This is an optimization exercise on Yosys and OpenROAD, whose aim is small area, a short achievable clock period and few clock cycles per item, not a production implementation. The RTL of this run was laid out without a check of its function. Power figures rest on the tool's default switching activity, not on a simulated workload.

--- design/flow/run.sh ---
#!/bin/bash
# synth_recipe.tcl (not shown) runs the flow's synth.tcl, then flattens the netlist and writes it again
# the make line also repeats each setting of config.mk as NAME=value (left out here)
make -C /OpenROAD-flow-scripts/flow DESIGN_CONFIG=/design/flow/config.mk WORK_HOME=/design/flow/orfs CLKGATE_MAP_FILE= SYNTH_SCRIPT=/design/flow/synth_recipe.tcl finish
--- design/flow/config.mk ---
export PLATFORM = sky130hd
export DESIGN_NAME = md5
export DESIGN_NICKNAME = md5
export VERILOG_FILES = /design/flow/design.v
export SDC_FILE = /design/flow/constraint.sdc
export NUM_CORES = 4
export LEC_CHECK = 0
export CAP_MARGIN = 20
export CORE_MARGIN = 2
export CORE_UTILIZATION = 40
export PLACE_DENSITY = 0.6
export SLEW_MARGIN = 20
--- design/flow/constraint.sdc ---
create_clock -name core_clock -period 10.0 [get_ports {clk}]
set_input_delay 2.0000 -clock core_clock [delete_from_list [all_inputs] [get_ports {clk}]]
set_output_delay 2.0000 -clock core_clock [all_outputs]
set_load 0.01 [all_outputs]
--- design/flow/design.v ---
`timescale 1ns / 1ps
module md5(
    input clk,
    input reset,
    input [0:8*8-1] input_num,
    input input_valid,
    output  [0:128-1] output_hash,
    output  output_valid
);
localparam [2:0] S_WAIT = 3'b000, S_CAL_F = 3'b001, S_ROTATE = 3'b010,S_ADD = 3'b011, S_DONE = 3'b100;   
localparam [0:32*64 -1] r ={
    32'd7, 32'd12, 32'd17, 32'd22, 32'd7, 32'd12, 32'd17, 32'd22, 32'd7, 32'd12, 32'd17, 32'd22, 32'd7, 32'd12, 32'd17, 32'd22,
    32'd5, 32'd9  , 32'd14, 32'd20, 32'd5,  32'd9 , 32'd14, 32'd20, 32'd5, 32'd9  , 32'd14, 32'd20, 32'd5,  32'd9 , 32'd14, 32'd20,
    32'd4, 32'd11, 32'd16, 32'd23, 32'd4, 32'd11, 32'd16, 32'd23, 32'd4, 32'd11, 32'd16, 32'd23, 32'd4, 32'd11, 32'd16, 32'd23,
    32'd6, 32'd10, 32'd15, 32'd21, 32'd6, 32'd10, 32'd15, 32'd21, 32'd6, 32'd10, 32'd15, 32'd21, 32'd6, 32'd10, 32'd15, 32'd21
};
localparam [0:32*64-1]k = {
    32'hd76aa478, 32'he8c7b756, 32'h242070db, 32'hc1bdceee,
    32'hf57c0faf, 32'h4787c62a, 32'ha8304613, 32'hfd469501,
    32'h698098d8, 32'h8b44f7af, 32'hffff5bb1, 32'h895cd7be,
    32'h6b901122, 32'hfd987193, 32'ha679438e, 32'h49b40821,
    32'hf61e2562, 32'hc040b340, 32'h265e5a51, 32'he9b6c7aa,
    32'hd62f105d, 32'h02441453, 32'hd8a1e681, 32'he7d3fbc8,
    32'h21e1cde6, 32'hc33707d6, 32'hf4d50d87, 32'h455a14ed,
    32'ha9e3e905, 32'hfcefa3f8, 32'h676f02d9, 32'h8d2a4c8a,
    32'hfffa3942, 32'h8771f681, 32'h6d9d6122, 32'hfde5380c,
    32'ha4beea44, 32'h4bdecfa9, 32'hf6bb4b60, 32'hbebfbc70,
    32'h289b7ec6, 32'heaa127fa, 32'hd4ef3085, 32'h04881d05,
    32'hd9d4d039, 32'he6db99e5, 32'h1fa27cf8, 32'hc4ac5665,
    32'hf4292244, 32'h432aff97, 32'hab9423a7, 32'hfc93a039,
    32'h655b59c3, 32'h8f0ccc92, 32'hffeff47d, 32'h85845dd1,
    32'h6fa87e4f, 32'hfe2ce6e0, 32'ha3014314, 32'h4e0811a1,
    32'hf7537e82, 32'hbd3af235, 32'h2ad7d2bb, 32'heb86d391
};
localparam [31:0] h0 = 32'h67452301;
localparam [31:0] h1 = 32'hefcdab89;
localparam [31:0] h2 = 32'h98badcfe;
localparam [31:0] h3 = 32'h10325476;
reg [31:0] a, b, c, d, f, g, temp, temp2,temp3;
reg cal_done, cal_start;
reg [0:512-1] msg;
integer shift_amt, idx;
reg [2:0] P, P_next;
wire finished;
reg [0:128-1]  output_temp;
assign output_valid = cal_done;
assign output_hash = {output_temp[24+:8], output_temp[16+:8], output_temp[8+:8], output_temp[0+:8],
                                      output_temp[56+:8], output_temp[48+:8], output_temp[40+:8], output_temp[32+:8],
                                      output_temp[88+:8], output_temp[80+:8], output_temp[72+:8], output_temp[64+:8],
                                      output_temp[120+:8], output_temp[112+:8], output_temp[104+:8], output_temp[96+:8]};
assign finished = (idx >= 64);
always @(posedge clk) begin
  if (reset) output_temp <=0;  
  else output_temp <= {h0+a, h1+b, h2+c, h3+d};
end
always @(posedge clk) begin
    if (reset)begin
        cal_start <= 0;
        msg <= 0;
    end 
    else if (input_valid == 1)begin
        msg[0:(8*8)-1] <= {input_num[8*3+:8],input_num[8*2+:8],input_num[8*1+:8],input_num[8*0+:8], 
                                        input_num[8*7+:8],input_num[8*6+:8],input_num[8*5+:8],input_num[8*4+:8]};
        msg[(32*2)+:32] <= 32'd128;
        msg[(32*14)+:32] <= 32'd64;  
        cal_start <=1;
    end
    else if (P == S_DONE)begin
        cal_start <=0;
    end
end
always @(posedge clk) begin
    if (reset)begin
        f <=0;
        g<=0;
    end
    else if(P == S_CAL_F && !finished) begin
        shift_amt <= r[(idx*32)+:32];
        if(idx<16)begin
            f  <= (b & c) | ((~b) & d);  
            g <= idx;
        end
        else if (idx<32)begin
            f <= (d & b) | ((~d) & c);
            g <= (5*idx + 1) % 16;
        end
        else if (idx<48)begin
            f <= b ^ c ^ d;
            g <= (3*idx + 5) % 16;  
        end
        else if (idx<64)begin
            f <= c ^ (b | (~d));
            g <= (7*idx) % 16;
        end
    end
end
reg [63:0] sum;
always @(posedge clk) begin
    if (reset)begin
        temp <= 0;
    end
    else if(P == S_ROTATE && !finished)begin
        temp <=  a+ f+  k[(idx*32)+:32]+ msg[(g*32)+:32];
    end
end
reg [31:0] d_temp;
always @(posedge clk) begin
    if (reset)begin
        idx <= 0;
        a <= h0;
        b <= h1;
        c <= h2;
        d <= h3;
    end
    else if(P == S_ADD&& !finished) begin
        d<=c;
        c<=b;
        b<= b + (   (temp<<shift_amt) | (temp>>(32-shift_amt) )  );  
        a<= d;
        idx <=idx +1;
    end
end
always @(posedge clk) begin
    if (reset) cal_done <= 0;
    else if(idx >= 64) cal_done <= 1;
end
always @(posedge clk) begin
  if (reset) P <= S_WAIT;  
  else P <= P_next;
end
always @(*) begin  
    case (P)
        S_WAIT:  
            if(cal_start) P_next = S_CAL_F;
            else P_next = S_WAIT;
        S_CAL_F:
            P_next = S_ROTATE;
        S_ROTATE:
            P_next = S_ADD;
        S_ADD:
            if (idx <= 64) P_next = S_CAL_F;
            else P_next = S_DONE;
        S_DONE:
            P_next = S_WAIT;
        default:
            P_next = S_WAIT;
    endcase
end
endmodule
==> metrics.md <==
| Metric | Value |
|---|---|
| Status | `no timing/DRC/antenna violations` |
| Initial Util | `40.3%` |
| Pwr dens | `163 nW/um^2` |
| Max Cap Violations | `0` |
| FMAX | `142 MHz` |
| Fill cells | `8528` |
| Root Driver | `clkbuf_16` |
| Die X | `297 um` |
| TritonCTS clock tree | `yes` |
| Worst R2R Start | `shift_amt[0]` |
| Global route overflow | `0` |
| GRT Overall Usage | `26.4%` |
| Post-route ant nets | `0` |
| I/O pin cnt | `196` |
| Register area share after synthesis | `25.4%` |
| Layout area overhead | `13.0%` |
| Number of unique standard cell types used by synthesis | `93` |
| Syn Inst Count | `4359` |
| Core ar. | `85000 um^2` |
| CTS Buf Count | `52` |
| CP Class | `flip-flop to flip-flop` |
| Synthesized flop and latch total | `433` |
| Worst-case vdd ir drop | `0.140 mV` |
| Port Buffers | `195` |
| Clk buf depth | `3` |
| Non-Filler Instances | `5524` |
| DR vias | `32100` |
| Inst Count DP | `5424` |
| RSZ-0062 raised after global routing | `no` |
| Max FO, Critical Path | `30` |
| CTS Sinks | `433` |
| Setup TNS | `0 ps` |
| Hold_buf cts | `0` |
| First-pass GRT wire length | `183 mm` |
| DIE AREA | `88100 um^2` |
| Die Span Y | `297 um` |
| Critical Path Start | `shift_amt[0]` |
| Syn. warnings | `1` |
| Worst Tran Pin Value | `1060 ps` |
| CTS H-tree depth | `2` |
| DR pass1 iterations | `6` |
| Clock Skews | `22.0 ps` |
| Mapped Avg Cell Area | `7.87 um^2` |
| Final Setup Violations | `0` |
| DP HPWL | `88.6 mm` |
| Share of layout cells above drive strength 1 | `7.04%` |
| Worst-path clk slew | `60 ps` |
| Worst Path Arrival | `7550 ps` |
| Period Utilization, post-route | `70.5%` |
| Vias per inst | `5.81` |
| CP startpoint kind | `flip-flop` |
| Yosys top cell area share | `25.0%` |
| Post-route DRC | `0` |
| Routed len/inst | `21.9 um` |
| Postcts setup bufs | `0` |
| Commonest non-fill, non-tap cell in the layout | `nand2_1` |
| # rows | `107` |
| Minimum clock period | `7050 ps` |
| Most frequent cells in the layout | `nand2_1 (561), a21oi_1 (461), nor2_1 (456)` |
| Post-cts sizing count | `0` |
| Area leader, netlist | `dfxtp_1` |
| Top cells by area, synth | `dfxtp_1 (25%), ha_1 (10%), a21oi_1 (6.7%)` |
| Fin nets | `4770` |
| CP endpoint kind | `flip-flop` |
| Worst skew pair latency | `640 ps` |
| Main flop type after synthesis | `dfxtp_1` |
| Largest net degree at the start of global routing | `185` |
| Slew Limit Fails | `0` |
| Synth async-reset ratio | `0%` |
| Hold Startpoint | `a[11]` |
| Max transition margin | `29.2%` |
| Hold Crit Class | `flip-flop to flip-flop` |
| WP data required | `10490 ps` |
| Initial antenna violation count | `2` |
| Net Count, Synth | `4795` |
| LEAKAGE | `16.2 nW` |
| Vias in the first global route | `30300` |
| Placer Congestion | `0.995` |
| DR iter-0 viols | `3191` |
| EDFF count, synth | `5` |
| Final WL | `121 mm` |
| Post-synthesis cell area | `34300 um^2` |
| Final Hold Viols | `0` |
## sequential cells by signal, summed over array words and instances (netlist names), 5 cells and up
register,flops
shift_amt,5
b,32
f,32
a,32
output_temp,128
d,32
g,6
c,32
idx,32
msg,65
temp,32
## area by class of cell
class	instances	area, um^2	area share [%]
flip-flops and latches	433	8730	22.5
repair buffers	245	2350	6.06
diodes	2	5.00	0.0129
well taps	1144	1430	3.70
clock buffers	63	1420	3.67
clock inverters	35	444	1.15
multi-input cells	3356	23400	60.5
inverters	246	923	2.38
## synth_stat cells (all sizes together), types with 38 or more instances
cell    number
inv        241
nand3       96
nor3        65
ha         278
o211ai      69
xnor2      165
clkbuf     249
xor2        46
o21ai      240
a211oi      58
fa          91
mux4        45
mux2i      134
dfxtp      428
o22ai       44
nor2       457
a21o        38
buf         75
nand2      562
a21oi      463
mux2        49
## worst paths after layout
kind / depth (start not counted) / endpoint / slack (ps)
max reg2reg: 21 / b[30] / 2950
min reg2reg: 2 / a[11] / 460
min: 2 / a[11] / 460
max: 21 / b[30] / 2950
## cells by family after synthesis
logic type | count (synthesis) | synth area share, %
AOI/OAI and AO/OA | 1170 | 21.1
xor gates and xnor gates | 211 | 5.43
adders and majority gates | 387 | 16.0
buffers and inverters | 570 | 6.44
DFF | 433 | 25.4
muxes | 228 | 8.49
and+or+nand+nor | 1360 | 17.2
## worst max-delay path, stage by stage (launching register included)
cell and delay, ps:
edfxtp_1 330, buf_4 410, clkinv_1 620, ha_1 1030
buf_4 380, mux4_2 360, a21oi_1 360, a21oi_1 140
a21oi_1 160, o22ai_1 140, ha_1 300, fa_1 430
a211oi_1 300, o21ai_0 230, a41o_1 330, a32o_1 300
o32ai_2 370, o21bai_1 100, a21oi_1 240, a22oi_1 140
xnor2_1 160, o21ai_1 70
## per-stage QoR
stage	hold WS (ps)	power, mW	instance area, um^2	worst slack (ps)	utilization, %
final	460	6.32	38700	2950	45.6
after detailed placement	457	4.24	36900	3080	43.3
after global routing	479	6.65	38700	2390	45.6
after floorplan	436	3.59	34300	4200	-
after global placement	444	4.24	36800	3090	43.3
after CTS	465	6.33	38700	3070	45.5
## where the power goes
| group | switching (mW) | internal, mW | total [mW] |
|---|---|---|---|
| Sequential | 0.226 | 1.88 | 2.10 |
| Clock | 0.868 | 1.21 | 2.08 |
| Combinational | 1.22 | 0.912 | 2.14 |
## layer usage
| layer | part of all wire, % | global-route usage (%) | vias up |
|---|---|---|---|
| met4 | 5.4 | 13.3 | 2 |
| met5 | 0.0099 | 0 | - |
| met3 | 6.7 | 3.66 | 240 |
| li1 | - | - | 15200 |
| met1 | 42 | 34.3 | 15400 |
| met2 | 46 | 42.8 | 1247 |

-- static timing again, ports no longer ideal --
In the flow no input, the clock included, has a driving cell. The finished layout below was timed again as built, in two steps. Step 1: set_driving_cell puts a clkbuf_16 on clk and a buf_2 on each other input, an assumption about the parent block. Step 2, shift: input delay + t, output delay - t, t = (earliest + latest rising clock arrival at the registers) / 2. This alone moves slack from input paths to output paths. Slacks: ideal ports / drivers / drivers and shift; pairs: ideal ports / drivers.
t (ns): 0.692
setup slack, ns: 2.945 / 2.945 / 2.945
hold slack, ns: 0.460 / 0.460 / 0.460
worst register clock-pin slew, ns: 0.07 / 0.07
pins driven straight from the clock port: 1
After both steps this run still meets setup and hold. For this run, drivers alone change the setup slack by 0.000 ns; drivers and shift together by 0.000 ns.
